Source: an optimization exercise on an open RTL-to-GDS flow (aim: small area and a short achievable clock period). Production flows keep margins and buffers that such runs may drop.
Only simulation tests tie the RTL to the original design; equivalence was not proved.
Power and IR drop assume default switching activity.

## flow/run.sh

```bash
#!/bin/bash
# Standard layout (standard.sh, with config.mk's settings) with these changes:
#  - synthesis is the standard flow's script with ABC mapping by flow/abc.script (dc2
#    restructuring, then area-oriented mapping twice), and adders are left to
#    ABC (no full/half adder cell extraction),
#  - ports are buffered with sky130_fd_sc_hd__buf_1,
#  - constant outputs share one tie cell per value,
#  - repair_timing aims for 12.5 ns of setup slack.
set -euo pipefail
W=$PWD
export FLOW_ABC_SCRIPT=$W/flow/abc.script
bash standard.sh SYNTH_SCRIPT=$W/flow/synth.tcl ADDER_MAP_FILE= \
  'BUFFER_PORTS_ARGS=-buffer_cell sky130_fd_sc_hd__buf_1' \
  SETUP_SLACK_MARGIN=12.5 SKIP_REPAIR_TIE_FANOUT=1 finish > standard_flow.log 2>&1
```

## flow/abc.script

```
strash
dc2
dch
map -B 0.9
strash
dch
map -B 0.9
topo
stime -c
buffer -c
upsize -c
dnsize -c
```

## flow/synth.tcl

```tcl
# The standard flow's synthesis script (synth_recipe.tcl), with ABC run on this flow's own
# mapping script (flow/abc.script) in place of ORFS's.
proc synth {args} { yosys synth -nofsm -noshare {*}$args }
proc abc {args} {
  set i [lsearch -exact $args -script]
  if {$i >= 0} { lset args [expr {$i + 1}] $::env(FLOW_ABC_SCRIPT) }
  yosys abc {*}$args
}
source $::env(SCRIPTS_DIR)/synth.tcl
# left out here: clear keep_hierarchy, flatten, clean up, hide names made inside functions, write 1_2_yosys.v
```

## standard.sh

```bash
#!/bin/bash
# synth_recipe.tcl (not shown) runs the flow's synth.tcl, then flattens the netlist and writes it again
# the make line also repeats each setting of config.mk as NAME=value (left out here)
make -C /OpenROAD-flow-scripts/flow DESIGN_CONFIG=/design/flow/config.mk WORK_HOME=/design/flow/orfs CLKGATE_MAP_FILE= SYNTH_SCRIPT=/design/flow/synth_recipe.tcl "${@:-finish}"
```

## config.mk

```make
export PLATFORM = sky130hd
export DESIGN_NAME = hdc1080_readings_to_ascii
export DESIGN_NICKNAME = hdc1080_readings_to_ascii
export VERILOG_FILES = /design/flow/design.v
export SDC_FILE = /design/flow/constraint.sdc
export NUM_CORES = 4
export LEC_CHECK = 0
export ABC_AREA = 1
export CAP_MARGIN = 20
export CORE_MARGIN = 2
export CORE_UTILIZATION = 40
export CTS_CLUSTER_DIAMETER = 200
export CTS_CLUSTER_SIZE = 50
export SLEW_MARGIN = 20
export SYNTH_HIERARCHICAL = 1
```

## constraint.sdc

```tcl
create_clock -name core_clock -period 17.0 [get_ports {i_clk}]
set_input_delay 3.4000 -clock core_clock [delete_from_list [all_inputs] [get_ports {i_clk}]]
set_output_delay 3.4000 -clock core_clock [all_outputs]
set_load 0.01 [all_outputs]
```

## design.v

```verilog
module hdc1080_readings_to_ascii(
    i_clk, i_srst,
    i_display_temp, i_display_humid,
    i_hygro_op_mode, i_hygro_display_mode,
    o_txt_ascii_line1, o_txt_ascii_line2);
input wire i_clk;
input wire i_srst;
input wire [15:0] i_display_temp;
input wire [15:0] i_display_humid;
input wire [0:0] i_hygro_op_mode;
input wire [2:0] i_hygro_display_mode;
output wire [(16*8-1):0] o_txt_ascii_line1;
output wire [(16*8-1):0] o_txt_ascii_line2;
function automatic [7:0] ascii_of_hdigit(input [3:0] v);
    ascii_of_hdigit = (v < 4'd10) ? {4'h3, v} : (8'h37 + {4'h0, v});
endfunction
function automatic [3:0] dig(input [3:0] a, input [2:0] b);
    dig = a - {b, 1'b0} - {b[0], 3'b000};
endfunction
function automatic [18:0] x5(input [15:0] x);
    reg [18:0] a, b;
    reg c;
    integer i;
    begin
        a = {3'b000, x};
        b = {1'b0, x, 2'b00};
        c = 1'b0;
        for (i = 0; i < 19; i = i + 1) begin
            x5[i] = a[i] ^ b[i] ^ c;
            c = (a[i] & b[i]) | (a[i] & c) | (b[i] & c);
        end
    end
endfunction
function automatic [19:0] x9(input [15:0] x);
    reg [19:0] a, b;
    reg c;
    integer i;
    begin
        a = {4'b0000, x};
        b = {1'b0, x, 3'b000};
        c = 1'b0;
        for (i = 0; i < 20; i = i + 1) begin
            x9[i] = a[i] ^ b[i] ^ c;
            c = (a[i] & b[i]) | (a[i] & c) | (b[i] & c);
        end
    end
endfunction
function automatic [3:0] neg_code(input [4:0] x);
    neg_code = (x == 5'd0 || x == 5'd10) ? 4'd0 : x[3:0] + 4'd6;
endfunction
reg [15:0] r_t;
reg [15:0] r_h;
always @(posedge i_clk) begin
    r_t <= i_display_temp;
    r_h <= i_display_humid;
end
wire [11:0] c_y    = r_t[11:0];
wire [14:0] c_q2   = x5({4'h0, c_y});                    
wire [13:0] c_q1   = x5({5'h00, c_q2[10:0]});            
wire [12:0] c_q0   = x5({6'h00, c_q1[9:0]});             
wire [3:0]  c_w2   = c_q2[14:11];
wire [3:0]  c_w1   = c_q1[13:10];
wire [3:0]  c_w0   = c_q0[12:9];
wire        c_pos  = r_t[15] | r_t[14];
wire [3:0]  c_th   = r_t[15:12] - 4'd4;
wire        c_ge10 = (c_th >= 4'd10);
wire        c_k0 = (c_w0 >= 4'd2);
wire [3:0]  c_n0 = c_k0 ? c_w0 - 4'd2 : c_w0 + 4'd8;
wire        c_k1 = c_k0 && (c_w1 == 4'd9);
wire [3:0]  c_n1 = c_k1 ? 4'd0 : c_w1 + {3'b000, c_k0};
wire [4:0]  c_s2 = c_w2 + 5'd6 + c_k1;
wire        c_k2 = (c_s2 >= 5'd10);
wire [3:0]  c_n2 = c_k2 ? c_s2 - 5'd10 : c_s2[3:0];
wire [3:0]  c_d4 = c_pos ? {3'b000, c_ge10} : 4'd8;
wire [3:0]  c_d3 = c_pos ? (c_ge10 ? c_th - 4'd10 : c_th)
                         : (4'd4 + {2'b00, r_t[13:12]} + {3'b000, c_k2});
wire [3:0]  c_d2 = c_pos ? c_w2 : c_n2;
wire [3:0]  c_d1 = c_pos ? c_w1 : c_n1;
wire [3:0]  c_d0 = c_pos ? c_w0 : c_n0;
wire [14:0] f_p1 = x9({5'h00, r_t[10:0]});                
wire [13:0] f_q1 = x5({5'h00, f_p1[10:0]});               
wire [12:0] f_q0 = x5({6'h00, f_q1[9:0]});                
wire [3:0]  f_k  = f_p1[14:11];
wire [11:0] f_u;
hdc_bcd9x u_bcd9x (.i_x(r_t[15:11]), .o_bcd(f_u));               
wire [4:0]  f_s2 = f_u[3:0] + f_k;
wire        f_c2 = (f_s2 >= 5'd10);
wire        f_c3 = f_c2 && (f_u[7:4] == 4'd9);
wire [3:0]  f_v4 = f_u[11:8] + {3'b000, f_c3};
wire [3:0]  f_v3 = f_c3 ? 4'd0 : f_u[7:4] + {3'b000, f_c2};
wire [3:0]  f_v2 = f_c2 ? f_s2 - 5'd10 : f_s2[3:0];
wire [3:0]  f_v1 = f_q1[13:10];
wire [3:0]  f_v0 = f_q0[12:9];
wire        f_neg = (f_v4 == 4'd0) && (f_v3 < 4'd4);
wire        f_ge4 = (f_v3 >= 4'd4);
wire [3:0]  f_p4 = f_ge4 ? f_v4 : f_v4 - 4'd1;
wire [3:0]  f_p3d = f_ge4 ? f_v3 - 4'd4 : f_v3 + 4'd6;
wire        f_b0 = (f_v0 != 4'd0);
wire        f_b1 = f_b0 || (f_v1 != 4'd0);
wire        f_b2 = f_b1 || (f_v2 != 4'd0);
wire [3:0]  f_n3 = f_v3 + {3'b000, f_b2} - 4'd4;
wire [3:0]  f_d4 = f_neg ? 4'd0 : f_p4;
wire [3:0]  f_d3 = f_neg ? f_n3 : f_p3d;
wire [3:0]  f_d2 = f_neg ? neg_code(f_v2 + f_b1) : f_v2;
wire [3:0]  f_d1 = f_neg ? neg_code(f_v1 + f_b0) : f_v1;
wire [3:0]  f_d0 = f_neg ? neg_code({1'b0, f_v0}) : f_v0;
wire [18:0] h_q3 = x5(r_h);                               
wire [17:0] h_q2 = x5({1'b0, h_q3[14:0]});                
wire [16:0] h_q1 = x5({2'b00, h_q2[13:0]});               
wire [15:0] h_q0 = x5({3'b000, h_q1[12:0]});              
wire [3:0]  h_d3 = h_q3[18:15];
wire [3:0]  h_d2 = h_q2[17:14];
wire [3:0]  h_d1 = h_q1[16:13];
wire [3:0]  h_d0 = h_q0[15:12];
wire [7:0] s_c7  = (c_d4 == 4'h0) ? 8'h20 : ascii_of_hdigit(c_d4);
wire [7:0] s_c8  = ((c_d4 == 4'h0) && (c_d3 == 4'h0)) ? 8'h20 : ascii_of_hdigit(c_d3);
wire [7:0] s_c9  = ascii_of_hdigit(c_d2);
wire [7:0] s_c11 = ascii_of_hdigit(c_d1);
wire [7:0] s_c12 = ascii_of_hdigit(c_d0);
wire [7:0] s_f7  = (f_d4 == 4'h0) ? 8'h20 : ascii_of_hdigit(f_d4);
wire [7:0] s_f8  = ((f_d4 == 4'h0) && (f_d3 == 4'h0)) ? 8'h20 : ascii_of_hdigit(f_d3);
wire [7:0] s_f9  = ascii_of_hdigit(f_d2);
wire [7:0] s_f11 = ascii_of_hdigit(f_d1);
wire [7:0] s_f12 = ascii_of_hdigit(f_d0);
wire [7:0] s_h8  = (h_d3 == 4'h0) ? 8'h20 : ascii_of_hdigit(h_d3);
wire [7:0] s_h9  = ascii_of_hdigit(h_d2);
wire [7:0] s_h11 = ascii_of_hdigit(h_d1);
wire [7:0] s_h12 = ascii_of_hdigit(h_d0);
reg  [60:0] r_o;
wire [60:0] s_o;
hdc_sel u_sel (
    .i_op(i_hygro_op_mode[0]), .i_dm(i_hygro_display_mode),
    .i_c7(s_c7), .i_c8(s_c8), .i_c9(s_c9), .i_c11(s_c11), .i_c12(s_c12),
    .i_f7(s_f7), .i_f8(s_f8), .i_f9(s_f9), .i_f11(s_f11), .i_f12(s_f12),
    .i_h8(s_h8), .i_h9(s_h9), .i_h11(s_h11), .i_h12(s_h12),
    .o_d(s_o));
always @(posedge i_clk) r_o <= s_o;
assign o_txt_ascii_line1 = {
    1'b0, r_o[39], ~r_o[39], r_o[1], r_o[19], r_o[1], 1'b0, r_o[19],
    1'b0, r_o[39], 1'b1, 1'b0, 1'b0, r_o[39], 1'b0, r_o[1],
    1'b0, r_o[39], 1'b1, 1'b0, r_o[39], r_o[39], 1'b0, r_o[1],
    1'b0, r_o[39], 1'b1, r_o[1], 1'b0, r_o[19], 1'b0, r_o[19],
    1'b0, 1'b0, 1'b1, 1'b0, r_o[19], r_o[19], r_o[19], 1'b0,
    1'b0, 1'b0, 1'b1, r_o[1], r_o[1], 1'b0, r_o[1], 1'b0,
    1'b0, r_o[19], ~r_o[19], r_o[16], 1'b0, r_o[36], 1'b0, r_o[36],
    1'b0, r_o[19], 1'b1, r_o[38], r_o[37], r_o[36], r_o[35], r_o[34],
    1'b0, r_o[33], r_o[32], r_o[31], r_o[30], r_o[29], r_o[28], r_o[27],
    1'b0, r_o[26], r_o[25], r_o[24], r_o[23], r_o[22], r_o[21], r_o[20],
    1'b0, r_o[19], 1'b1, r_o[16], r_o[18], r_o[18], r_o[17], r_o[16],
    1'b0, r_o[15], r_o[14], r_o[13], r_o[12], r_o[11], r_o[10], r_o[9],
    1'b0, ~r_o[8], r_o[8], r_o[7], r_o[6], r_o[5], r_o[4], r_o[3],
    1'b0, 1'b0, 1'b1, r_o[1], 1'b0, 1'b0, 1'b0, 1'b0,
    1'b0, 1'b0, 1'b1, r_o[1], 1'b0, 1'b0, 1'b0, 1'b0,
    1'b0, r_o[1], ~r_o[1], 1'b0, 1'b0, r_o[2], r_o[1], r_o[0]
};
assign o_txt_ascii_line2 = {
    1'b0, r_o[60], ~r_o[40], r_o[36], r_o[40], 1'b0, r_o[36], r_o[19],
    1'b0, r_o[49], 1'b1, r_o[49], 1'b0, r_o[49], r_o[36], r_o[49],
    1'b0, r_o[60], 1'b1, 1'b0, r_o[49], r_o[40], r_o[16], r_o[49],
    1'b0, r_o[60], 1'b1, r_o[19], r_o[40], r_o[19], 1'b0, r_o[59],
    1'b0, r_o[60], 1'b1, r_o[16], 1'b0, r_o[59], r_o[36], r_o[36],
    1'b0, r_o[19], 1'b1, r_o[59], r_o[49], r_o[16], r_o[40], 1'b0,
    1'b0, r_o[16], 1'b1, 1'b0, r_o[16], r_o[16], r_o[16], r_o[16],
    1'b0, r_o[19], 1'b1, r_o[36], r_o[19], r_o[16], r_o[19], 1'b0,
    1'b0, r_o[36], 1'b1, r_o[58], r_o[57], r_o[56], r_o[55], r_o[54],
    1'b0, r_o[36], 1'b1, r_o[49], r_o[53], r_o[52], r_o[51], r_o[50],
    1'b0, r_o[36], 1'b1, 1'b0, r_o[49], r_o[49], r_o[49], r_o[36],
    1'b0, 1'b0, 1'b1, r_o[40], r_o[48], r_o[47], r_o[46], r_o[45],
    1'b0, 1'b0, 1'b1, r_o[40], r_o[44], r_o[43], r_o[42], r_o[41],
    1'b0, 1'b0, 1'b1, r_o[40], 1'b0, 1'b0, 1'b0, 1'b0,
    1'b0, 1'b0, 1'b1, r_o[40], 1'b0, 1'b0, 1'b0, 1'b0,
    1'b0, 1'b0, 1'b1, 1'b0, 1'b0, r_o[40], 1'b0, r_o[40]
};
endmodule
module hdc_sel(
    input  wire       i_op,
    input  wire [2:0] i_dm,
    input  wire [7:0] i_c7, i_c8, i_c9, i_c11, i_c12,
    input  wire [7:0] i_f7, i_f8, i_f9, i_f11, i_f12,
    input  wire [7:0] i_h8, i_h9, i_h11, i_h12,
    output reg  [60:0] o_d);
wire k_noop = ~i_op;
wire k_nd   = i_op & ((i_dm == 3'd0) | (i_dm == 3'd6) | (i_dm == 3'd7));
wire k_m1   = i_op & (i_dm == 3'd1);
wire k_m2   = i_op & (i_dm == 3'd2);
wire k_m3   = i_op & (i_dm == 3'd3);
wire k_m4   = i_op & (i_dm == 3'd4);
wire k_m5   = i_op & (i_dm == 3'd5);
always @* begin
    o_d[0] = (k_m1 | k_m3);
    o_d[1] = (k_m1 | k_m2 | k_m3 | k_m4);
    o_d[2] = (k_m2 | k_m4);
    o_d[3] = ((k_m1 | k_m3) & i_c12[0]) | ((k_m2 | k_m4) & i_f12[0]);
    o_d[4] = ((k_m1 | k_m3) & i_c12[1]) | ((k_m2 | k_m4) & i_f12[1]);
    o_d[5] = ((k_m1 | k_m3) & i_c12[2]) | ((k_m2 | k_m4) & i_f12[2]);
    o_d[6] = ((k_m1 | k_m3) & i_c12[3]) | ((k_m2 | k_m4) & i_f12[3]);
    o_d[7] = ((k_m1 | k_m3) & i_c12[4]) | ((k_m2 | k_m4) & i_f12[4]);
    o_d[8] = (k_noop | k_nd | k_m5) | ((k_m1 | k_m3) & i_c12[5]) | ((k_m2 | k_m4) & i_f12[5]);
    o_d[9] = k_noop | ((k_m1 | k_m3) & i_c11[0]) | ((k_m2 | k_m4) & i_f11[0]);
    o_d[10] = ((k_m1 | k_m3) & i_c11[1]) | ((k_m2 | k_m4) & i_f11[1]);
    o_d[11] = k_noop | ((k_m1 | k_m3) & i_c11[2]) | ((k_m2 | k_m4) & i_f11[2]);
    o_d[12] = ((k_m1 | k_m3) & i_c11[3]) | ((k_m2 | k_m4) & i_f11[3]);
    o_d[13] = ((k_m1 | k_m3) & i_c11[4]) | ((k_m2 | k_m4) & i_f11[4]);
    o_d[14] = (k_noop | k_nd | k_m5) | ((k_m1 | k_m3) & i_c11[5]) | ((k_m2 | k_m4) & i_f11[5]);
    o_d[15] = k_noop | ((k_m1 | k_m3) & i_c11[6]) | ((k_m2 | k_m4) & i_f11[6]);
    o_d[16] = k_nd;
    o_d[17] = (k_nd | k_m1 | k_m2 | k_m3 | k_m4);
    o_d[18] = (k_noop | k_m1 | k_m2 | k_m3 | k_m4);
    o_d[19] = (k_noop | k_nd);
    o_d[20] = k_nd | ((k_m1 | k_m3) & i_c9[0]) | ((k_m2 | k_m4) & i_f9[0]);
    o_d[21] = (k_noop | k_nd) | ((k_m1 | k_m3) & i_c9[1]) | ((k_m2 | k_m4) & i_f9[1]);
    o_d[22] = ((k_m1 | k_m3) & i_c9[2]) | ((k_m2 | k_m4) & i_f9[2]);
    o_d[23] = ((k_m1 | k_m3) & i_c9[3]) | ((k_m2 | k_m4) & i_f9[3]);
    o_d[24] = k_nd | ((k_m1 | k_m3) & i_c9[4]) | ((k_m2 | k_m4) & i_f9[4]);
    o_d[25] = (k_noop | k_nd | k_m5) | ((k_m1 | k_m3) & i_c9[5]) | ((k_m2 | k_m4) & i_f9[5]);
    o_d[26] = (k_noop | k_nd) | ((k_m1 | k_m3) & i_c9[6]) | ((k_m2 | k_m4) & i_f9[6]);
    o_d[27] = (k_noop | k_nd) | ((k_m1 | k_m3) & i_c8[0]) | ((k_m2 | k_m4) & i_f8[0]);
    o_d[28] = ((k_m1 | k_m3) & i_c8[1]) | ((k_m2 | k_m4) & i_f8[1]);
    o_d[29] = k_nd | ((k_m1 | k_m3) & i_c8[2]) | ((k_m2 | k_m4) & i_f8[2]);
    o_d[30] = ((k_m1 | k_m3) & i_c8[3]) | ((k_m2 | k_m4) & i_f8[3]);
    o_d[31] = ((k_m1 | k_m3) & i_c8[4]) | ((k_m2 | k_m4) & i_f8[4]);
    o_d[32] = (k_noop | k_nd | k_m5) | ((k_m1 | k_m3) & i_c8[5]) | ((k_m2 | k_m4) & i_f8[5]);
    o_d[33] = (k_noop | k_nd) | ((k_m1 | k_m3) & i_c8[6]) | ((k_m2 | k_m4) & i_f8[6]);
    o_d[34] = ((k_m1 | k_m3) & i_c7[0]) | ((k_m2 | k_m4) & i_f7[0]);
    o_d[35] = (k_noop | k_nd) | ((k_m1 | k_m3) & i_c7[1]) | ((k_m2 | k_m4) & i_f7[1]);
    o_d[36] = k_noop;
    o_d[37] = k_noop | ((k_m1 | k_m3) & i_c7[3]) | ((k_m2 | k_m4) & i_f7[3]);
    o_d[38] = k_nd | ((k_m1 | k_m3) & i_c7[4]) | ((k_m2 | k_m4) & i_f7[4]);
    o_d[39] = (k_noop | k_nd | k_m1 | k_m2 | k_m3 | k_m4);
    o_d[40] = (k_m1 | k_m2 | k_m5);
    o_d[41] = ((k_m1 | k_m2 | k_m5) & i_h12[0]);
    o_d[42] = ((k_m1 | k_m2 | k_m5) & i_h12[1]);
    o_d[43] = ((k_m1 | k_m2 | k_m5) & i_h12[2]);
    o_d[44] = ((k_m1 | k_m2 | k_m5) & i_h12[3]);
    o_d[45] = ((k_m1 | k_m2 | k_m5) & i_h11[0]);
    o_d[46] = k_noop | ((k_m1 | k_m2 | k_m5) & i_h11[1]);
    o_d[47] = k_noop | ((k_m1 | k_m2 | k_m5) & i_h11[2]);
    o_d[48] = k_noop | ((k_m1 | k_m2 | k_m5) & i_h11[3]);
    o_d[49] = (k_noop | k_m1 | k_m2 | k_m5);
    o_d[50] = ((k_m1 | k_m2 | k_m5) & i_h9[0]);
    o_d[51] = k_noop | ((k_m1 | k_m2 | k_m5) & i_h9[1]);
    o_d[52] = ((k_m1 | k_m2 | k_m5) & i_h9[2]);
    o_d[53] = ((k_m1 | k_m2 | k_m5) & i_h9[3]);
    o_d[54] = k_noop | ((k_m1 | k_m2 | k_m5) & i_h8[0]);
    o_d[55] = k_nd | ((k_m1 | k_m2 | k_m5) & i_h8[1]);
    o_d[56] = (k_noop | k_nd) | ((k_m1 | k_m2 | k_m5) & i_h8[2]);
    o_d[57] = k_nd | ((k_m1 | k_m2 | k_m5) & i_h8[3]);
    o_d[58] = ((k_m1 | k_m2 | k_m5) & i_h8[4]);
    o_d[59] = (k_nd | k_m1 | k_m2 | k_m5);
    o_d[60] = (k_noop | k_nd | k_m1 | k_m2 | k_m5);
end
endmodule
module hdc_bcd9x(input wire [4:0] i_x, output reg [11:0] o_bcd);
always @*
    case (i_x)
        5'd0: o_bcd = 12'h000;
        5'd1: o_bcd = 12'h009;
        5'd2: o_bcd = 12'h018;
        5'd3: o_bcd = 12'h027;
        5'd4: o_bcd = 12'h036;
        5'd5: o_bcd = 12'h045;
        5'd6: o_bcd = 12'h054;
        5'd7: o_bcd = 12'h063;
        5'd8: o_bcd = 12'h072;
        5'd9: o_bcd = 12'h081;
        5'd10: o_bcd = 12'h090;
        5'd11: o_bcd = 12'h099;
        5'd12: o_bcd = 12'h108;
        5'd13: o_bcd = 12'h117;
        5'd14: o_bcd = 12'h126;
        5'd15: o_bcd = 12'h135;
        5'd16: o_bcd = 12'h144;
        5'd17: o_bcd = 12'h153;
        5'd18: o_bcd = 12'h162;
        5'd19: o_bcd = 12'h171;
        5'd20: o_bcd = 12'h180;
        5'd21: o_bcd = 12'h189;
        5'd22: o_bcd = 12'h198;
        5'd23: o_bcd = 12'h207;
        5'd24: o_bcd = 12'h216;
        5'd25: o_bcd = 12'h225;
        5'd26: o_bcd = 12'h234;
        5'd27: o_bcd = 12'h243;
        5'd28: o_bcd = 12'h252;
        5'd29: o_bcd = 12'h261;
        5'd30: o_bcd = 12'h270;
        5'd31: o_bcd = 12'h279;
        default: o_bcd = 12'h000;
    endcase
endmodule
```

==> results.sh, run 1 <==
export IMPL_status="timing/DRC/antenna clean"
export IMPL_critical_path_buf_inv_count=1
export IMPL_syn_area_um2=9376
export IMPL_crit_cells=1
export IMPL_grt_usage_pct=17.26
export IMPL_grt_busiest_layer="met2"
export IMPL_r2r_start="r_t[5]$_DFF_P_"
export IMPL_pin_count=294
export IMPL_finalWorstSetupSlack_ns=12.58
export IMPL_cts_tree="yes"
export IMPL_htreeDepth=3
export IMPL_gr_total_overflow=0
export IMPL_initial_core_util_pct=40.31
export IMPL_fin_tns_setup_ns=0
export IMPL_hp_class="register to register"
export IMPL_finalCriticalPeriod_ns=4.425
export IMPL_holdPathStages=4
export IMPL_coreArea_um2=23260
export IMPL_routed_wl_mm=21.16
export IMPL_die_w_um=157.1
export IMPL_dpl_hpwl_mm=17.47
export IMPL_vias=8241
export IMPL_post_place_ws_ns=12.05
export IMPL_die_area_um2=24680
export IMPL_drtIter0Drc=274
export IMPL_layout_commonest_cell="nand2_1"
export IMPL_worstReg2RegEnd="r_o[4]$_DFF_P_"
export IMPL_clockBufferDepth=2
export IMPL_crit_path_top_delay_cell="dfxtp_1"
export IMPL_layout_common_cells="nand2_1, buf_1, inv_1"
export IMPL_nets=1569
export IMPL_syn_nets=1588
export IMPL_clk_pin_slew_worst_paths_ns=0.08
export IMPL_use_met3_pct=2.395
export IMPL_ant_nets=0
export IMPL_drc=0
export IMPL_final_hold_violation_count=0
export IMPL_cp_end_kind="primary output"
export IMPL_skew_ns=0.01253
export IMPL_first_pass_iters=4
export IMPL_fmax_mhz=226.0
export IMPL_ff2ff_setup_slack_ns=13.04
export IMPL_routed_via_density=4.443
export IMPL_p_per_area_nw_per_um2=134.7
export IMPL_antenna_found_initial=0
export IMPL_place_congestion=0.8117
export IMPL_hold_end="r_o[57]$_DFF_P_"
export IMPL_worst_setup_path_start_kind="register"
export IMPL_die_h_um=157.1
export IMPL_grt_max_degree=90
export IMPL_crit_type="register to primary output"
export IMPL_drive_above_1_share_pct=10.35
export IMPL_worst_ep_required_time_ns=13.60
export IMPL_crit_family="flip-flops"
export IMPL_setup_viol=0
export IMPL_reg2reg_depth=31
export IMPL_grt_setup_unrepaired="yes"
export IMPL_grt_pass1_vias=7271
export IMPL_slew_headroom_pct=49.49
export IMPL_arrival_ns=1.02
export IMPL_grt_use_met1_pct=21.92
export IMPL_placed_cells=1837
export IMPL_num_antenna_cells=0
export IMPL_slew_viol_final=0
export IMPL_grt_pass1_wl_mm=34.22
export IMPL_use_met2_pct=30.87
export IMPL_layout_cells_non_filler=1855
export IMPL_final_util_pct=39.55
export IMPL_worstSkewPairLatency_ns=0.36
export IMPL_root_buffer="clkbuf_16"
export IMPL_wl_per_cell_um=11.41
export IMPL_syn2layout_area_growth_pct=-1.868
export IMPL_fin_crit_sh_pct=26.03
export IMPL_p_leak_nw=4.946
export IMPL_path_cells="buf_1"
export IMPL_irDropWorstVdd_mv=0.08213
export IMPL_ys_warn_count=9
export IMPL_postSynthCellCount=1550
export IMPL_tightest_slew_ns=0.7548
export IMPL_drv_cap=0
export IMPL_min_from="r_h[15]$_DFF_P_"
export IMPL_cts_sinks=93
export IMPL_numPortBuffers=183
export IMPL_critPathMaxStageDelay_ns=0.43
export IMPL_cp_max_fo=4
export IMPL_numCtsBuffers=9
export IMPL_avgSynthCellArea_um2=6.049
export IMPL_rows=56
[worst max path at each step]
stage | startpoint | endpoint | slack, ns
after global routing | r_t[5]$_DFF_P_ | r_o[3]$_DFF_P_ | 12.48
after detailed placement | i_hygro_op_mode[0] | r_o[56]$_DFF_P_ | 12.05
after CTS | r_o[19]$_DFF_P_ | o_txt_ascii_line1[91] | 12.47
after global placement | i_hygro_op_mode[0] | r_o[56]$_DFF_P_ | 12.06
final | r_o[60]$_DFF_P_ | o_txt_ascii_line2[94] | 12.58
after floorplan | r_o[19]$_DFF_P_ | o_txt_ascii_line1[120] | 12.78
[metal layers]
metal	up-vias	routed length (um)
met5	-	0
li1	4504	-
met1	3554	10100
met2	170	10040
met4	0	227
met3	13	797
[layout make-up]
cell class,instances,area [um2]
repair buffers,185,704.4
multi-input cells,1038,5129
clock inverters,7,88.84
clock buffers,9,225.2
fillers,2578,14060
flip-flops and latches,93,1886
well taps,319,399.1
inverters,204,769.5
[where the power goes]
group	total, W	switching (W)	internal (W)
clock	0.000215	0.000108	0.000106
combinational	0.000764	0.000504	0.000259
sequential	0.000261	0.0000178	0.000243
total	0.00124	0.000631	0.000608
[timing repair]
action / 4_1_cts / 5_1_grt
hold endpoints to repair: 0 / 0
pin swaps: 0 / 1
hold buffers: 0 / 0
setup buffers: 0 / 2
gates resized for setup: 8 / 10
endpoints found under the setup margin: 76 / 31
[per-stage QoR]
stage / power [W] / hold WS, ns / area, um2
finish: 0.001239 / 0.6164 / 9201
global route: 0.001380 / 0.6916 / 9201
floorplan: 0.0009197 / 0.5320 / 9376
detailed placement: 0.001029 / 0.6162 / 8846
CTS: 0.001249 / 0.6336 / 9171
global placement: 0.001022 / 0.6313 / 8846
[state kept, by name (all words and copies together), names as in the netlist]
signal	flops
r_h	16
r_o	61
r_t	16
==> run 2: changes to the inputs <==
--- a/config.mk
+++ b/config.mk
@@ -11,4 +11,2 @@
 export CORE_UTILIZATION = 40
-export CTS_CLUSTER_DIAMETER = 200
-export CTS_CLUSTER_SIZE = 50
 export SLEW_MARGIN = 20
==> run 2 against run 1 <==
Against the previous run: global-route usage stayed put; synthesized area is the same; die area unchanged; sequential cell count is the same; register-to-register slack barely moved; sequential power about the same.
==> results.sh, run 2 <==
export IMPL_cts_sinks=93
export IMPL_syn_area_um2=9376
export IMPL_numCtsBuffers=9
export IMPL_fin_crit_sh_pct=26.03
export IMPL_postSynthCellCount=1550
export IMPL_die_h_um=157.1
export IMPL_ant_nets=0
export IMPL_grt_max_degree=90
export IMPL_tightest_slew_ns=0.7548
export IMPL_drv_cap=0
export IMPL_grt_usage_pct=17.26
export IMPL_status="timing/DRC/antenna clean"
export IMPL_first_pass_iters=4
export IMPL_drtIter0Drc=274
export IMPL_slew_headroom_pct=49.49
export IMPL_hold_ws_ns=0.6164
export IMPL_min_from="r_h[15]$_DFF_P_"
export IMPL_critPathMaxStageDelay_ns=0.43
export IMPL_routed_wl_mm=21.16
export IMPL_grt_setup_unrepaired="yes"
export IMPL_largest_reg_flops=61
export IMPL_finalCriticalPeriod_ns=4.425
export IMPL_grt_pass1_vias=7271
export IMPL_avgSynthCellArea_um2=6.049
export IMPL_root_buffer="clkbuf_16"
export IMPL_fin_tns_setup_ns=0
export IMPL_p_leak_nw=4.946
export IMPL_coreArea_um2=23260
export IMPL_dpl_hpwl_mm=17.47
export IMPL_holdBufCountCts=0
export IMPL_critical_path_buf_inv_count=1
export IMPL_pin_count=294
export IMPL_worstSkewPairLatency_ns=0.36
export IMPL_wl_per_cell_um=11.41
export IMPL_cts_tree="yes"
export IMPL_drc=0
export IMPL_slew_viol_final=0
export IMPL_initial_core_util_pct=40.31
export IMPL_place_congestion=0.8117
export IMPL_numPortBuffers=183
export IMPL_htreeDepth=3
export IMPL_syn_nets=1588
export IMPL_hold_end="r_o[57]$_DFF_P_"
export IMPL_num_antenna_cells=0
export IMPL_clk_pin_slew_worst_paths_ns=0.08
export IMPL_crit_family="flip-flops"
export IMPL_path_cells="buf_1"
export IMPL_arrival_ns=1.02
export IMPL_top_regs="r_o: 61 flops, r_h: 16 flops, r_t: 16 flops"
export IMPL_crit_path_start="r_o[60]$_DFF_P_"
export IMPL_worstReg2RegEnd="r_o[4]$_DFF_P_"
export IMPL_gr_total_overflow=0
export IMPL_hp_class="register to register"
export IMPL_holdPathStages=4
export IMPL_antenna_found_initial=0
export IMPL_nets=1569
export IMPL_rows=56
export IMPL_worst_ep_required_time_ns=13.60
export IMPL_irDropWorstVdd_mv=0.08213
export IMPL_cp_end_kind="primary output"
export IMPL_skew_ns=0.01253
export IMPL_final_hold_violation_count=0
export IMPL_syn2layout_area_growth_pct=-1.868
export IMPL_r2r_start="r_t[5]$_DFF_P_"
export IMPL_layout_commonest_cell="nand2_1"
export IMPL_cp_max_fo=4
export IMPL_die_w_um=157.1
export IMPL_layout_common_cells="nand2_1, buf_1, inv_1"
export IMPL_die_area_um2=24680
export IMPL_p_per_area_nw_per_um2=134.7
export IMPL_crit_type="register to primary output"
export IMPL_reg2reg_depth=31
export IMPL_worst_setup_path_start_kind="register"
export IMPL_top_register="r_o"
export IMPL_routed_via_density=4.443
export IMPL_drive_above_1_share_pct=10.35
export IMPL_vias=8241
export IMPL_setup_viol=0
export IMPL_clockBufferDepth=2
export IMPL_grt_pass1_wl_mm=34.22
export IMPL_ys_warn_count=9
export IMPL_fmax_mhz=226.0
export IMPL_ff2ff_setup_slack_ns=13.04
export IMPL_crit_path_top_delay_cell="dfxtp_1"
[run 2: power by group]
part	internal, W	switching, W
Sequential	0.000243	0.0000178
Combinational	0.000259	0.000504
Clock	0.000106	0.000108
[run 2: worst max path at each step]
| stage | to | cells after the start |
|---|---|---|
| after CTS | o_txt_ascii_line1[91] | 1 |
| after detailed placement | r_o[56]$_DFF_P_ | 8 |
| after global placement | r_o[56]$_DFF_P_ | 8 |
| after floorplan | o_txt_ascii_line1[120] | 1 |
| final | o_txt_ascii_line2[94] | 1 |
| after global routing | r_o[3]$_DFF_P_ | 32 |
[run 2: metal layers]
| metal | track usage [%] | up-vias | routed length, um | share of wire [%] |
|---|---|---|---|---|
| li1 | - | 4504 | - | - |
| met1 | 21.92 | 3554 | 10100 | 48 |
| met2 | 30.87 | 170 | 10040 | 47 |
| met3 | 2.395 | 13 | 797 | 3.8 |
| met4 | 4.069 | 0 | 227 | 1.1 |
| met5 | 0 | - | 0 | 0 |
[run 2: repair_timing]
action	4_1_cts	5_1_grt
pin swaps	0	1
resized for setup	8	10
buffers inserted	0	2
endpoints found under the setup margin	76	31
hold endpoints to repair	0	0
[run 2: stage by stage]
stage                     cells  utilization [%]  cell area, um2  setup slack [ns]  power [W]
after CTS                  1853            39.43            9171             12.47   0.001249
after global placement     1837            38.03            8846             12.06   0.001022
after detailed placement   1837            38.03            8846             12.05   0.001029
after global routing       1855            39.55            9201             12.48   0.001380
after floorplan            1550                -            9376             12.78  0.0009197
final                      1855            39.55            9201             12.58   0.001239
[run 2: cell type report]
cell class | instances | area (um2)
fill | 2578 | 14060
multi-input combinational | 1038 | 5129
sequential | 93 | 1886
inverter | 204 | 769.5
timing repair buffer | 185 | 704.4
tap | 319 | 399.1
clock buffer | 9 | 225.2
clock inverter | 7 | 88.84
==> run 3: changes to the inputs <==
--- a/config.mk
+++ b/config.mk
@@ -10,3 +10,3 @@
 export CORE_MARGIN = 2
-export CORE_UTILIZATION = 40
+export CORE_UTILIZATION = 65
 export SLEW_MARGIN = 20
==> run 3 against run 2 <==
Against the previous run: still clean; synthesized cell count unchanged; final cell count down 7.3%; setup slack worse by 0.031 ns; hold slack worse by 0.023 ns; clock-buffer cell count stayed put; highest routed layer unchanged.
==> results.sh, run 3 <==
export IMPL_critPathMaxStageDelay_ns=0.50
export IMPL_hold_ws_ns=0.5933
export IMPL_worstSkewPairLatency_ns=0.36
export IMPL_slew_headroom_pct=55.28
export IMPL_slew_viol_final=0
export IMPL_avgSynthCellArea_um2=6.049
export IMPL_crit_type="register to primary output"
export IMPL_drtIter0Drc=479
export IMPL_htreeDepth=3
export IMPL_fin_crit_sh_pct=26.21
export IMPL_cts_sinks=93
export IMPL_seq_area_um2=1879
export IMPL_hp_class="register to register"
export IMPL_arrival_ns=1.06
export IMPL_largest_reg_flops=61
export IMPL_crit_path_start="r_o[60]$_DFF_P_"
export IMPL_p_per_area_nw_per_um2=135.4
export IMPL_final_hold_violation_count=0
export IMPL_p_leak_nw=4.946
export IMPL_top_regs="r_o: 61 flops, r_h: 16 flops, r_t: 16 flops"
export IMPL_worst_ep_required_time_ns=13.60
export IMPL_syn2layout_area_growth_pct=-3.736
export IMPL_place_congestion=0.8843
export IMPL_numCtsBuffers=9
export IMPL_nets=1571
export IMPL_syn_area_um2=9376
export IMPL_drc=0
export IMPL_grt_max_degree=90
export IMPL_cts_tree="yes"
export IMPL_setup_viol=0
export IMPL_die_h_um=124.1
export IMPL_layout_commonest_cell="nand2_1"
export IMPL_routed_via_density=4.820
export IMPL_worst_setup_path_start_kind="register"
export IMPL_ant_nets=0
export IMPL_numPortBuffers=183
export IMPL_grt_pass1_vias=7079
export IMPL_crit_path_top_delay_cell="dfxtp_1"
export IMPL_coreArea_um2=13990
export IMPL_irDropWorstVdd_mv=0.06594
export IMPL_fmax_mhz=224.4
export IMPL_grt_usage_pct=27.19
export IMPL_crit_family="flip-flops"
export IMPL_grt_pass1_wl_mm=32.75
export IMPL_ys_warn_count=9
export IMPL_rows=43
export IMPL_r2r_start="r_t[12]$_DFF_P_"
export IMPL_cp_end_kind="primary output"
export IMPL_root_buffer="clkbuf_16"
export IMPL_critical_path_buf_inv_count=1
export IMPL_antenna_found_initial=1
export IMPL_fillers=1383
export IMPL_wl_per_cell_um=12.10
export IMPL_vias=8290
export IMPL_skew_ns=0.009412
export IMPL_grt_setup_unrepaired="no"
export IMPL_cp_max_fo=4
export IMPL_drive_above_1_share_pct=10.21
export IMPL_die_area_um2=15400
export IMPL_fin_tns_setup_ns=0
export IMPL_path_cells="buf_1"
export IMPL_finalCriticalPeriod_ns=4.456
export IMPL_routed_wl_mm=20.82
export IMPL_postSynthCellCount=1550
export IMPL_ff2ff_setup_slack_ns=12.98
export IMPL_drv_cap=0
export IMPL_die_w_um=124.1
export IMPL_first_pass_iters=5
export IMPL_top_register="r_o"
export IMPL_min_from="r_h[15]$_DFF_P_"
export IMPL_syn_nets=1588
export IMPL_pin_count=294
export IMPL_clk_pin_slew_worst_paths_ns=0.08
export IMPL_dpl_hpwl_mm=16.77
export IMPL_clockBufferDepth=2
export IMPL_tightest_slew_ns=0.6684
export IMPL_layout_common_cells="nand2_1, buf_1, inv_1"
export IMPL_gr_total_overflow=0
export IMPL_status="timing/DRC/antenna clean"
export IMPL_initial_core_util_pct=67.03
export IMPL_multi_input_area_um2=5129
run 3: power breakdown:
part	switching [W]	internal, W	leakage, nW
logic	0.000494	0.000260	4.02
registers	0.0000196	0.000243	0.777
clock network	0.000101	0.000105	0.145
run 3: final timing paths:
check                           endpoint  cells after the start
setup / recovery  o_txt_ascii_line2[102]                      1
hold reg to reg          r_o[57]$_DFF_P_                      4
setup reg to reg          r_o[4]$_DFF_P_                     31
hold / removal           r_o[57]$_DFF_P_                      4
run 3: final cells by class:
class	instances	share of cell area, %
inverters	204	8.525
diodes	2	0.05545
flip-flops and latches	93	20.82
clock buffers	9	2.495
repair buffers	187	7.957
clock inverters	7	0.8317
well taps	180	2.495
multi-input cells	1038	56.82
run 3: routing by layer:
layer / track usage [%] / vias up / part of all wire (%) / routed length [um]
met3: 4.670 / 39 / 4.1 / 858
met2: 47.23 / 192 / 48 / 10010
met5: 0 / - / 0 / 0
li1: - / 4494 / - / -
met1: 32.73 / 3565 / 44 / 9181
met4: 12.15 / 0 / 3.7 / 765
run 3: metrics by stage:
stage,worst slack [ns],instances,total power [W],utilization [%],area (um2)
6_report,12.54,1720,0.001222,64.53,9026
3_5_place_dp,12.16,1699,0.001013,62.05,8680
2_1_floorplan,12.78,1550,0.0009197,-,9376
3_3_place_gp,12.19,1699,0.001005,62.05,8680
4_1_cts,12.54,1715,0.001225,64.27,8990
5_1_grt,12.50,1719,0.001359,64.51,9024
run 3: what timing repair did:
item | in CTS | in global routing
resized for setup | 7 | 6
setup endpoints to repair | 68 | 29
pin swaps | 0 | 1
hold buffers | 0 | 0
setup buffers | 0 | 3
==> run 4: changes to the inputs <==
--- a/config.mk
+++ b/config.mk
@@ -8,6 +8,6 @@
 export ABC_AREA = 1
-export CAP_MARGIN = 20
+export CAP_MARGIN = 0
 export CORE_MARGIN = 2
-export CORE_UTILIZATION = 65
-export SLEW_MARGIN = 20
+export CORE_UTILIZATION = 40
+export SLEW_MARGIN = 0
 export SYNTH_HIERARCHICAL = 1
==> run 4 against run 3 <==
Against the previous run: global-route usage decreased by 9.9 points; synthesized cell count is the same; sequential cell count unchanged; first-iteration DRC count decreased by 43%; setup slack improved by 0.031 ns; register-to-register slack improved by 0.06 ns; clock power is 4% higher; clock-buffer cell count stayed put; non-clock buffer count decreased by 2; utilization is 25 points lower; via count decreased by 0.59%; largest cell class unchanged; largest power group unchanged.
==> results.sh, run 4 <==
export IMPL_clockBufferDepth=2
export IMPL_crit_type="register to primary output"
export IMPL_finalWorstSetupSlack_ns=12.58
export IMPL_numCtsBuffers=9
export IMPL_ys_warn_count=9
export IMPL_top_regs="r_o: 61 flops, r_h: 16 flops, r_t: 16 flops"
export IMPL_wl_met3_um=797
export IMPL_arrival_ns=1.02
export IMPL_critical_path_buf_inv_count=1
export IMPL_slew_headroom_pct=49.49
export IMPL_numPortBuffers=183
export IMPL_syn_area_um2=9376
export IMPL_antenna_found_initial=0
export IMPL_met1_length_mm=10.10
export IMPL_coreArea_um2=23260
export IMPL_grt_setup_unrepaired="yes"
export IMPL_dpl_hpwl_mm=17.47
export IMPL_clk_pin_slew_worst_paths_ns=0.08
export IMPL_gr_total_overflow=0
export IMPL_initial_core_util_pct=40.31
export IMPL_grt_pass1_wl_mm=34.22
export IMPL_drive_above_1_share_pct=10.35
export IMPL_drc=0
export IMPL_root_buffer="clkbuf_16"
export IMPL_p_leak_nw=4.946
export IMPL_place_congestion=0.8117
export IMPL_num_antenna_cells=0
export IMPL_die_w_um=157.1
export IMPL_critPathMaxStageDelay_ns=0.43
export IMPL_syn2layout_area_growth_pct=-1.868
export IMPL_worstSkewPairLatency_ns=0.36
export IMPL_top_layer="met4"
export IMPL_drtIter0Drc=274
export IMPL_postSynthCellCount=1550
export IMPL_rows=56
export IMPL_grt_usage_pct=17.26
export IMPL_status="timing/DRC/antenna clean"
export IMPL_nets=1569
export IMPL_ant_nets=0
export IMPL_fin_tns_setup_ns=0
export IMPL_avgSynthCellArea_um2=6.049
export IMPL_pin_count=294
export IMPL_grt_max_degree=90
export IMPL_irDropWorstVdd_mv=0.08213
export IMPL_final_hold_violation_count=0
export IMPL_hp_class="register to register"
export IMPL_path_cells="buf_1"
export IMPL_tightest_slew_ns=0.7548
export IMPL_dr_wl_met2_mm=10.04
export IMPL_largest_reg_flops=61
export IMPL_cp_max_fo=4
export IMPL_skew_ns=0.01253
export IMPL_holdBufCountCts=0
export IMPL_slew_viol_final=0
export IMPL_die_h_um=157.1
export IMPL_worst_setup_path_start_kind="register"
export IMPL_first_pass_iters=4
export IMPL_design_area_um2=9201
export IMPL_layout_common_cells="nand2_1, buf_1, inv_1"
export IMPL_p_per_area_nw_per_um2=134.7
export IMPL_grt_pass1_vias=7271
export IMPL_crit_path_top_delay_cell="dfxtp_1"
export IMPL_routed_wl_mm=21.16
export IMPL_routed_via_density=4.443
export IMPL_post_place_ws_ns=12.05
export IMPL_vias=8241
export IMPL_layout_commonest_cell="nand2_1"
export IMPL_cp_end_kind="primary output"
export IMPL_top_register="r_o"
export IMPL_worst_ep_required_time_ns=13.60
export IMPL_fin_crit_sh_pct=26.03
export IMPL_wl_per_cell_um=11.41
export IMPL_syn_nets=1588
export IMPL_die_area_um2=24680
export IMPL_htreeDepth=3
export IMPL_cts_sinks=93
export IMPL_finalCriticalPeriod_ns=4.425
export IMPL_setup_viol=0
export IMPL_crit_family="flip-flops"
export IMPL_fmax_mhz=226.0
export IMPL_cts_tree="yes"
export IMPL_drv_cap=0
export IMPL_placed_cell_area_um2=8846
## run 4: metal layers
layer  up-vias  GRT usage (%)
li1       4504              -
met1      3554          21.92
met2       170          30.87
met3        13          2.395
met4         0          4.069
met5         -              0
## run 4: worst paths after layout
kind	startpoint	to	slack, ns	depth (start not counted)
hold reg to reg	r_h[15]$_DFF_P_	r_o[57]$_DFF_P_	0.62	4
setup / recovery	r_o[60]$_DFF_P_	o_txt_ascii_line2[94]	12.58	1
hold / removal	r_h[15]$_DFF_P_	r_o[57]$_DFF_P_	0.62	4
setup reg to reg	r_t[5]$_DFF_P_	r_o[4]$_DFF_P_	13.04	31
## run 4: layout make-up
type	count	area, um2
Sequential cell	93	1886
Multi-Input combinational cell	1038	5129
Timing Repair Buffer	185	704.4
Clock buffer	9	225.2
Inverter	204	769.5
Clock inverter	7	88.84
Tap cell	319	399.1
Fill cell	2578	14060
## run 4: metrics by stage
step,total power [W],instances,util [%],hold WS (ns)
after floorplan,0.0009197,1550,-,0.5320
after global placement,0.001022,1837,38.03,0.6313
after detailed placement,0.001029,1837,38.03,0.6162
after CTS,0.001249,1853,39.43,0.6336
after global routing,0.001380,1855,39.55,0.6916
final,0.001239,1855,39.55,0.6164
## run 4: report_power, final
group	total (W)	switching, W	internal (W)
sequential	0.000261	0.0000178	0.000243
combinational	0.000764	0.000504	0.000259
clock	0.000215	0.000108	0.000106
## run 4: repair_timing
item	CTS	global route
setup buffers	0	2
resized for setup	8	10
pin swaps	0	1
cloned	0	0
setup endpoints to repair	76	31
endpoints found under the hold margin	0	0
==> run 5: changes to the inputs <==
--- a/config.mk
+++ b/config.mk
@@ -8,6 +8,6 @@
 export ABC_AREA = 1
-export CAP_MARGIN = 0
+export CAP_MARGIN = 10
 export CORE_MARGIN = 2
 export CORE_UTILIZATION = 40
-export SLEW_MARGIN = 0
+export SLEW_MARGIN = 10
 export SYNTH_HIERARCHICAL = 1
==> run 5 against run 4 <==
Against the previous run: still clean; via count did not move; non-clock buffer count did not move; maximum frequency did not move; clock power about the same; final cell count unchanged; critical path depth did not move; global-route usage did not move; clock skew is the same; critical path type unchanged; critical endpoint unchanged.
==> results.sh, run 5 <==
export IMPL_status="timing/DRC/antenna clean"
export IMPL_dpl_hpwl_mm=17.47
export IMPL_htreeDepth=3
export IMPL_combPwrFrac_pct=61.7
export IMPL_seqPwrFrac_pct=21.0
export IMPL_num_antenna_cells=0
export IMPL_coreArea_um2=23260
export IMPL_cp_max_fo=4
export IMPL_slew_viol_final=0
export IMPL_critical_path_buf_inv_count=1
export IMPL_cts_sinks=93
export IMPL_p_sw_w=0.0006306
export IMPL_seq_area_um2=1886
export IMPL_numPortBuffers=183
export IMPL_die_h_um=157.1
export IMPL_finalCriticalPeriod_ns=4.425
export IMPL_worst_ep_required_time_ns=13.60
export IMPL_p_int_w=0.0006084
export IMPL_routed_wl_mm=21.16
export IMPL_pin_count=294
export IMPL_setup_viol=0
export IMPL_multi_input_area_um2=5129
export IMPL_worst_setup_path_start_kind="register"
export IMPL_holdBufCountCts=0
export IMPL_fin_crit_sh_pct=26.03
export IMPL_grt_usage_pct=17.26
export IMPL_crit_type="register to primary output"
export IMPL_grt_setup_unrepaired="yes"
export IMPL_top_regs="r_o: 61 flops, r_h: 16 flops, r_t: 16 flops"
export IMPL_path_cells="buf_1"
export IMPL_syn_area_um2=9376
export IMPL_grt_pass1_vias=7271
export IMPL_arrival_ns=1.02
export IMPL_initial_core_util_pct=40.31
export IMPL_first_pass_iters=4
export IMPL_p_leak_nw=4.946
export IMPL_largest_reg_flops=61
export IMPL_ys_warn_count=9
export IMPL_tightest_slew_ns=0.7548
export IMPL_top_register="r_o"
export IMPL_crit_path_top_delay_cell="dfxtp_1"
export IMPL_worstSkewPairLatency_ns=0.36
export IMPL_routed_via_density=4.443
export IMPL_clk_pin_slew_worst_paths_ns=0.08
export IMPL_use_met3_pct=2.395
export IMPL_irDropWorstVdd_mv=0.08213
export IMPL_fin_tns_setup_ns=0
export IMPL_drc=0
export IMPL_avgSynthCellArea_um2=6.049
export IMPL_fmax_mhz=226.0
export IMPL_clock_power_share_pct=17.3
export IMPL_placed_cells=1837
export IMPL_numCtsBuffers=9
export IMPL_nets=1569
export IMPL_critPathMaxStageDelay_ns=0.43
export IMPL_p_per_area_nw_per_um2=134.7
export IMPL_clockBufferDepth=2
export IMPL_crit_family="flip-flops"
export IMPL_die_w_um=157.1
export IMPL_drv_cap=0
export IMPL_ant_nets=0
export IMPL_gr_total_overflow=0
export IMPL_layout_common_cells="nand2_1, buf_1, inv_1"
export IMPL_antenna_found_initial=0
export IMPL_postSynthCellCount=1550
export IMPL_syn2layout_area_growth_pct=-1.868
export IMPL_skew_ns=0.01253
export IMPL_layout_commonest_cell="nand2_1"
export IMPL_grt_busiest_layer="met2"
export IMPL_slew_headroom_pct=49.49
export IMPL_wl_per_cell_um=11.41
export IMPL_cp_end_kind="primary output"
export IMPL_grt_pass1_wl_mm=34.22
export IMPL_hp_class="register to register"
export IMPL_rows=56
export IMPL_vias=8241
export IMPL_fillers=2578
export IMPL_root_buffer="clkbuf_16"
export IMPL_die_area_um2=24680
export IMPL_drtIter0Drc=274
export IMPL_drive_above_1_share_pct=10.35
export IMPL_place_congestion=0.8117
export IMPL_grt_max_degree=90
export IMPL_ff2ff_setup_slack_ns=13.04
export IMPL_syn_nets=1588
export IMPL_final_hold_violation_count=0
export IMPL_use_met2_pct=30.87
export IMPL_layout_cells_non_filler=1855
export IMPL_grt_use_met1_pct=21.92
export IMPL_cts_tree="yes"
export IMPL_p_sw_share_pct=50.89
## run 5: per-layer routing
layer  share of wire [%]  vias to the layer above
met1                  48                     3554
met5                   0                        -
met2                  47                      170
li1                    -                     4504
met4                 1.1                        0
met3                 3.8                       13
## run 5: path summary, 6_finish.rpt
check | endpoint | start | cells past startpoint
hold / removal | r_o[57]$_DFF_P_ | r_h[15]$_DFF_P_ | 4
hold reg to reg | r_o[57]$_DFF_P_ | r_h[15]$_DFF_P_ | 4
setup / recovery | o_txt_ascii_line2[94] | r_o[60]$_DFF_P_ | 1
setup reg to reg | r_o[4]$_DFF_P_ | r_t[5]$_DFF_P_ | 31
## run 5: power groups by stage
stage	logic, W	registers (W)	clock network [W]
finish	0.000764	0.000261	0.000215
global route	0.000887	0.000264	0.000229
CTS	0.000765	0.000261	0.000223
detailed placement	0.000762	0.000266	0
global placement	0.000755	0.000266	0
floorplan	0.000650	0.000269	0
## run 5: what timing repair did
| action | in CTS | in global routing |
|---|---|---|
| pin swaps | 0 | 1 |
| setup endpoints to repair | 76 | 31 |
| resized for setup | 8 | 10 |
| buffers inserted | 0 | 2 |
## run 5: stage by stage
stage	hold WS [ns]	area (um2)	utilization, %	setup WS, ns	power (W)
2_1_floorplan	0.5320	9376	-	12.78	0.0009197
3_3_place_gp	0.6313	8846	38.03	12.06	0.001022
3_5_place_dp	0.6162	8846	38.03	12.05	0.001029
4_1_cts	0.6336	9171	39.43	12.47	0.001249
5_1_grt	0.6916	9201	39.55	12.48	0.001380
6_report	0.6164	9201	39.55	12.58	0.001239
## run 5: cell type report
cell class	instances	share of cell area [%]
Sequential cell	93	20.49
Inverter	204	8.363
Timing Repair Buffer	185	7.656
Tap cell	319	4.338
Clock buffer	9	2.448
Multi-Input combinational cell	1038	55.74
Clock inverter	7	0.9655
==> run 6: changes to the inputs <==
--- a/flow/run.sh
+++ b/flow/run.sh
@@ -7,2 +7,3 @@
 #  - constant outputs share one tie cell per value,
+#  - the clock tree uses sky130_fd_sc_hd__clkbuf_8,
 #  - repair_timing aims for 12.5 ns of setup slack.
@@ -13,2 +14,3 @@
   'BUFFER_PORTS_ARGS=-buffer_cell sky130_fd_sc_hd__buf_1' \
-  SETUP_SLACK_MARGIN=12.5 SKIP_REPAIR_TIE_FANOUT=1 finish > standard_flow.log 2>&1
+  SETUP_SLACK_MARGIN=12.5 SKIP_REPAIR_TIE_FANOUT=1 \
+  CTS_BUF_LIST=sky130_fd_sc_hd__clkbuf_8 finish > standard_flow.log 2>&1
--- a/config.mk
+++ b/config.mk
@@ -8,6 +8,6 @@
 export ABC_AREA = 1
-export CAP_MARGIN = 10
+export CAP_MARGIN = 20
 export CORE_MARGIN = 2
-export CORE_UTILIZATION = 40
-export SLEW_MARGIN = 10
+export CORE_UTILIZATION = 65
+export SLEW_MARGIN = 20
 export SYNTH_HIERARCHICAL = 1
==> run 6 against run 5 <==
Against the previous run: synthesized cell count unchanged; setup slack worse by 0.056 ns; clock skew is essentially flat; global-route usage is 9.7 points higher; register-to-register slack lost 0.07 ns; total power is 5.5% lower; sequential power about the same; non-clock buffer count rose by 4; first-iteration DRC count increased by 84%; clock-buffer cell count stayed put; critical path type unchanged; highest routed layer unchanged.
==> results.sh, run 6 <==
export IMPL_status="timing/DRC/antenna clean"
export IMPL_drv_cap=0
export IMPL_min_from="r_h[15]$_DFF_P_"
export IMPL_crit_family="flip-flops"
export IMPL_critical_path_buf_inv_count=3
export IMPL_worst_setup_path_start_kind="register"
export IMPL_finalCriticalPeriod_ns=4.480
export IMPL_seqPwrFrac_pct=22.3
export IMPL_fin_crit_sh_pct=26.35
export IMPL_rows=43
export IMPL_pin_count=294
export IMPL_crit_path_top_delay_cell="dfxtp_4"
export IMPL_p_int_w=0.0005625
export IMPL_drive_above_1_share_pct=11.04
export IMPL_grt_usage_pct=26.96
export IMPL_drtIter0Drc=503
export IMPL_numPortBuffers=183
export IMPL_die_h_um=124.1
export IMPL_critPathMaxStageDelay_ns=0.37
export IMPL_grt_setup_unrepaired="yes"
export IMPL_clockBufferDepth=2
export IMPL_skew_ns=0.01244
export IMPL_gr_total_overflow=0
export IMPL_design_area_um2=8984
export IMPL_antenna_found_initial=2
export IMPL_cts_sinks=93
export IMPL_layout_commonest_cell="nand2_1"
export IMPL_irDropWorstVdd_mv=0.06096
export IMPL_power_total_w=0.001171
export IMPL_clk_pin_slew_worst_paths_ns=0.11
export IMPL_die_w_um=124.1
export IMPL_worstSkewPairLatency_ns=0.40
export IMPL_initial_core_util_pct=67.03
export IMPL_crit_type="register to primary output"
export IMPL_ys_warn_count=9
export IMPL_holdBufCountCts=0
export IMPL_r2r_start="r_t[12]$_DFF_P_"
export IMPL_fmax_mhz=223.2
export IMPL_coreArea_um2=13990
export IMPL_drc=0
export IMPL_fin_tns_setup_ns=0
export IMPL_numCtsBuffers=9
export IMPL_top_register="r_o"
export IMPL_ant_nets=0
export IMPL_slew_headroom_pct=54.65
export IMPL_routed_wl_mm=20.92
export IMPL_syn_nets=1588
export IMPL_syn2layout_area_growth_pct=-4.190
export IMPL_cts_tree="yes"
export IMPL_grt_max_degree=90
export IMPL_slew_viol_final=0
export IMPL_placed_cell_area_um2=8680
export IMPL_syn_area_um2=9376
export IMPL_p_per_area_nw_per_um2=130.4
export IMPL_tightest_slew_ns=0.6777
export IMPL_vias=8293
export IMPL_path_cells="buf_12, inv_1, buf_1"
export IMPL_grt_pass1_wl_mm=32.43
export IMPL_crit_path_start="r_o[19]$_DFF_P_"
export IMPL_cp_max_fo=9
export IMPL_clock_power_share_pct=13.3
export IMPL_dpl_hpwl_mm=16.77
export IMPL_final_hold_violation_count=0
export IMPL_largest_reg_flops=61
export IMPL_die_area_um2=15400
export IMPL_arrival_ns=1.08
export IMPL_cp_end_kind="primary output"
export IMPL_p_sw_w=0.0006089
export IMPL_layout_cells_non_filler=1722
export IMPL_setup_viol=0
export IMPL_postSynthCellCount=1550
export IMPL_first_pass_iters=5
export IMPL_nets=1573
export IMPL_grt_pass1_vias=6999
export IMPL_layout_common_cells="nand2_1, inv_1, buf_1"
export IMPL_top_regs="r_o: 61 flops, r_h: 16 flops, r_t: 16 flops"
export IMPL_routed_via_density=4.816
export IMPL_combPwrFrac_pct=64.4
export IMPL_avgSynthCellArea_um2=6.049
export IMPL_wl_per_cell_um=12.15
export IMPL_p_leak_nw=4.945
export IMPL_p_sw_share_pct=51.98
export IMPL_hp_class="register to register"
export IMPL_htreeDepth=3
export IMPL_place_congestion=0.8843
export IMPL_worst_ep_required_time_ns=13.60
export IMPL_root_buffer="clkbuf_8"
export IMPL_placed_cells=1699
==> run 6: changes by cell type in the layout (fill, tap and decap cells not counted), moves of 3 or more <==
cell,delta
buf_1,-9
clkbuf_16,-9
clkbuf_2,+9
clkbuf_8,+9
clkinv_8,-3
dfxtp_2,-5
dfxtp_4,+3
==> run 6: tightest hold or removal path: cells and delay by family, from the launching register on <==
kind                   cells  cell delay [ns]
buffers and inverters      1             0.07
and+or+nand+nor            3             0.14
DFF                        1             0.37
==> run 6: final cells by class <==
| cell class | count | area [um2] |
|---|---|---|
| clock inverters | 7 | 75.07 |
| fillers | 1385 | 5005 |
| diodes | 2 | 5.005 |
| clock buffers | 9 | 123.9 |
| flip-flops and latches | 93 | 1891 |
| well taps | 180 | 225.2 |
| multi-input cells | 1038 | 5129 |
| repair buffers | 189 | 765.7 |
| inverters | 204 | 769.5 |
==> run 6: metrics by stage <==
stage	setup slack [ns]	hold slack [ns]	utilization, %
CTS	12.51	0.5978	63.60
floorplan	12.78	0.5320	-
global placement	12.19	0.5753	62.05
detailed placement	12.16	0.5724	62.05
finish	12.52	0.6045	64.22
global route	12.47	0.6579	64.22
==> run 6: power groups by stage <==
stage               registers (W)  clock network (W)  logic [W]
detailed placement       0.000267                  0   0.000746
CTS                      0.000262           0.000160   0.000749
global placement         0.000267                  0   0.000738
global route             0.000265           0.000166   0.000876
floorplan                0.000269                  0   0.000650
finish                   0.000261           0.000155   0.000755
==> run 6: worst paths after layout <==
path	slack [ns]	cells past startpoint	to
setup / recovery	12.52	3	o_txt_ascii_line1[77]
hold / removal	0.60	4	r_o[57]$_DFF_P_
setup reg to reg	12.97	31	r_o[4]$_DFF_P_
hold reg to reg	0.60	4	r_o[57]$_DFF_P_
==> run 6: timing repair <==
item | CTS | global route
pin swaps | 0 | 1
gates resized for setup | 12 | 18
setup buffers | 0 | 5
setup endpoints to repair | 90 | 64
==> run 6: layer usage <==
layer,vias to the layer above,wire length (um),global-route usage [%]
met2,179,10050,46.48
met3,34,882,4.762
li1,4500,-,-
met5,-,0,0
met1,3580,9270,32.67
met4,0,706,12.01
==> run 7: changes to the inputs <==
--- a/design.v
+++ b/design.v
@@ -15,2 +15,5 @@
     ascii_of_hdigit = (v < 4'd10) ? {4'h3, v} : (8'h37 + {4'h0, v});
+endfunction
+function automatic [7:0] ascii_of_digit(input [3:0] v);
+    ascii_of_digit = {4'h3, v};
 endfunction
@@ -114,8 +117,8 @@
 wire [3:0]  h_d0 = h_q0[15:12];
-wire [7:0] s_c7  = (c_d4 == 4'h0) ? 8'h20 : ascii_of_hdigit(c_d4);
-wire [7:0] s_c8  = ((c_d4 == 4'h0) && (c_d3 == 4'h0)) ? 8'h20 : ascii_of_hdigit(c_d3);
-wire [7:0] s_c9  = ascii_of_hdigit(c_d2);
-wire [7:0] s_c11 = ascii_of_hdigit(c_d1);
-wire [7:0] s_c12 = ascii_of_hdigit(c_d0);
-wire [7:0] s_f7  = (f_d4 == 4'h0) ? 8'h20 : ascii_of_hdigit(f_d4);
+wire [7:0] s_c7  = (c_d4 == 4'h0) ? 8'h20 : ascii_of_digit(c_d4);
+wire [7:0] s_c8  = ((c_d4 == 4'h0) && (c_d3 == 4'h0)) ? 8'h20 : ascii_of_digit(c_d3);
+wire [7:0] s_c9  = ascii_of_digit(c_d2);
+wire [7:0] s_c11 = ascii_of_digit(c_d1);
+wire [7:0] s_c12 = ascii_of_digit(c_d0);
+wire [7:0] s_f7  = (f_d4 == 4'h0) ? 8'h20 : ascii_of_digit(f_d4);
 wire [7:0] s_f8  = ((f_d4 == 4'h0) && (f_d3 == 4'h0)) ? 8'h20 : ascii_of_hdigit(f_d3);
@@ -124,6 +127,6 @@
 wire [7:0] s_f12 = ascii_of_hdigit(f_d0);
-wire [7:0] s_h8  = (h_d3 == 4'h0) ? 8'h20 : ascii_of_hdigit(h_d3);
-wire [7:0] s_h9  = ascii_of_hdigit(h_d2);
-wire [7:0] s_h11 = ascii_of_hdigit(h_d1);
-wire [7:0] s_h12 = ascii_of_hdigit(h_d0);
+wire [7:0] s_h8  = (h_d3 == 4'h0) ? 8'h20 : ascii_of_digit(h_d3);
+wire [7:0] s_h9  = ascii_of_digit(h_d2);
+wire [7:0] s_h11 = ascii_of_digit(h_d1);
+wire [7:0] s_h12 = ascii_of_digit(h_d0);
 reg  [60:0] r_o;
--- a/flow/run.sh
+++ b/flow/run.sh
@@ -7,3 +7,2 @@
 #  - constant outputs share one tie cell per value,
-#  - the clock tree uses sky130_fd_sc_hd__clkbuf_8,
 #  - repair_timing aims for 12.5 ns of setup slack.
@@ -14,3 +13,2 @@
   'BUFFER_PORTS_ARGS=-buffer_cell sky130_fd_sc_hd__buf_1' \
-  SETUP_SLACK_MARGIN=12.5 SKIP_REPAIR_TIE_FANOUT=1 \
-  CTS_BUF_LIST=sky130_fd_sc_hd__clkbuf_8 finish > standard_flow.log 2>&1
+  SETUP_SLACK_MARGIN=12.5 SKIP_REPAIR_TIE_FANOUT=1 finish > standard_flow.log 2>&1
==> run 7 against run 6 <==
Against the previous run: synthesized cell count is 1.5% higher; synthesized area is 0.84% lower; combinational power is 6.1% lower; final cell count is 1.2% higher; critical path depth is 2 lower; largest power group unchanged.
==> results.sh, run 7 <==
export IMPL_final_hold_violation_count=0
export IMPL_largest_reg_flops=61
export IMPL_r2r_start="r_t[12]$_DFF_P_"
export IMPL_critPathMaxStageDelay_ns=0.42
export IMPL_fin_crit_sh_pct=26.29
export IMPL_tightest_slew_ns=1.007
export IMPL_initial_core_util_pct=66.72
export IMPL_die_w_um=123.6
export IMPL_arrival_ns=1.07
export IMPL_grt_pass1_wl_mm=34.56
export IMPL_numCtsBuffers=9
export IMPL_slew_viol_final=0
export IMPL_layout_common_cells="nand2_1, inv_1, buf_1"
export IMPL_p_leak_nw=5.058
export IMPL_worst_ep_required_time_ns=13.60
export IMPL_cts_sinks=93
export IMPL_finalCriticalPeriod_ns=4.469
export IMPL_htreeDepth=3
export IMPL_cp_end_kind="primary output"
export IMPL_routed_wl_mm=21.59
export IMPL_numPortBuffers=183
export IMPL_crit_path_start="r_o[60]$_DFF_P_"
export IMPL_drv_cap=0
export IMPL_worstSkewPairLatency_ns=0.36
export IMPL_grt_max_degree=90
export IMPL_clockBufferDepth=2
export IMPL_top_regs="r_o: 61 flops, r_h: 16 flops, r_t: 16 flops"
export IMPL_syn_area_um2=9298
export IMPL_use_met3_pct=3.526
export IMPL_ys_warn_count=9
export IMPL_antenna_found_initial=0
export IMPL_fillers=1420
export IMPL_worst_setup_path_start_kind="register"
export IMPL_skew_ns=0.008225
export IMPL_crit_path_top_delay_cell="dfxtp_1"
export IMPL_crit_family="flip-flops"
export IMPL_gr_total_overflow=0
export IMPL_drtIter0Drc=496
export IMPL_slew_headroom_pct=32.62
export IMPL_clk_pin_slew_worst_paths_ns=0.08
export IMPL_rows=43
export IMPL_setup_viol=0
export IMPL_status="timing/DRC/antenna clean"
export IMPL_grt_setup_unrepaired="yes"
export IMPL_cp_max_fo=4
export IMPL_avgSynthCellArea_um2=5.907
export IMPL_grt_busiest_layer="met2"
export IMPL_num_antenna_cells=0
export IMPL_die_area_um2=15280
export IMPL_cts_setup_buffers=0
export IMPL_p_per_area_nw_per_um2=132.1
export IMPL_irDropWorstVdd_mv=0.1071
export IMPL_grt_usage_pct=28.90
export IMPL_power_total_w=0.001184
export IMPL_root_buffer="clkbuf_16"
export IMPL_top_register="r_o"
export IMPL_min_from="r_h[15]$_DFF_P_"
export IMPL_layout_commonest_cell="nand2_1"
export IMPL_die_h_um=123.6
export IMPL_wl_per_cell_um=12.39
export IMPL_syn_nets=1612
export IMPL_place_congestion=0.8809
export IMPL_fmax_mhz=223.8
export IMPL_critical_path_buf_inv_count=1
export IMPL_drc=0
export IMPL_hp_class="register to register"
export IMPL_grt_pass1_vias=7403
export IMPL_dpl_hpwl_mm=17.43
export IMPL_ant_nets=0
export IMPL_pin_count=294
export IMPL_postSynthCellCount=1574
export IMPL_routed_via_density=4.860
export IMPL_syn2layout_area_growth_pct=-3.620
export IMPL_drive_above_1_share_pct=8.637
export IMPL_path_cells="buf_1"
export IMPL_coreArea_um2=13930
export IMPL_first_pass_iters=5
export IMPL_grt_use_met1_pct=38.18
export IMPL_cts_tree="yes"
export IMPL_use_met2_pct=48.59
export IMPL_holdBufCountCts=0
export IMPL_nets=1596
export IMPL_vias=8471
export IMPL_fin_tns_setup_ns=0
export IMPL_crit_type="register to primary output"
run 7: cell types whose count changed in the layout (fill, tap and decap cells not counted), moves of 4 or more:
cell	before	now
a21oi_1	16	20
inv_2	19	15
clkbuf_16	0	9
buf_1	172	179
nand3_1	84	94
buf_4	4	0
clkbuf_8	9	0
inv_1	180	194
o21ai_0	32	26
clkbuf_2	10	2
nand4_1	14	24
nor2_1	118	108
nand2_1	555	594
xnor2_1	26	22
run 7: timing repair:
action / 4_1_cts / 5_1_grt
resized for setup: 8 / 7
pin swaps: 0 / 0
setup endpoints to repair: 76 / 50
run 7: cell type report:
class / count / area, um2 / area share, %
Multi-Input combinational cell: 1058 / 5051 / 56.37
Sequential cell: 93 / 1879 / 20.97
Inverter: 213 / 802.0 / 8.950
Timing Repair Buffer: 183 / 691.9 / 7.721
Clock buffer: 9 / 225.2 / 2.513
Tap cell: 180 / 225.2 / 2.513
Clock inverter: 7 / 86.33 / 0.9634
run 7: path summary, 6_finish.rpt:
path / endpoint / depth (start not counted) / slack [ns]
worst max-delay path: o_txt_ascii_line2[94] / 1 / 12.53
worst min-delay path: r_o[57]$_DFF_P_ / 4 / 0.59
worst max register to register: r_o[9]$_DFF_P_ / 28 / 13.05
worst min register to register: r_o[57]$_DFF_P_ / 4 / 0.59
run 7: power breakdown:
part,switching [W],internal (W),total [W]
clock network,0.0000971,0.000118,0.000215
registers,0.0000177,0.000242,0.000260
logic,0.000471,0.000238,0.000709
total,0.000585,0.000598,0.00118
run 7: routing by layer:
layer  part of all wire (%)  up-vias
li1                       -     4570
met3                    4.2       32
met5                      0        -
met2                     46      222
met4                    2.5        0
met1                     47     3647
run 7: metrics by stage:
stage          utilization [%]  setup slack [ns]  hold WS (ns)  instances  cell area (um2)
2_1_floorplan                -             12.78        0.5342       1574             9298
3_3_place_gp             61.91             12.00        0.5657       1727             8627
3_5_place_dp             61.91             12.00        0.5782       1727             8627
4_1_cts                  64.22             12.43        0.5906       1743             8949
5_1_grt                  64.31             12.47        0.6553       1743             8961
6_report                 64.31             12.53        0.5938       1743             8961

Re-timed with assumed drivers on the ports (clkbuf_16 on the clock, buf_2 on other inputs), run 7 has 12.489 ns of setup slack against 12.531 ns with ideal ports, and 12.319 ns once port delays also move by the mid clock arrival of 0.401 ns.
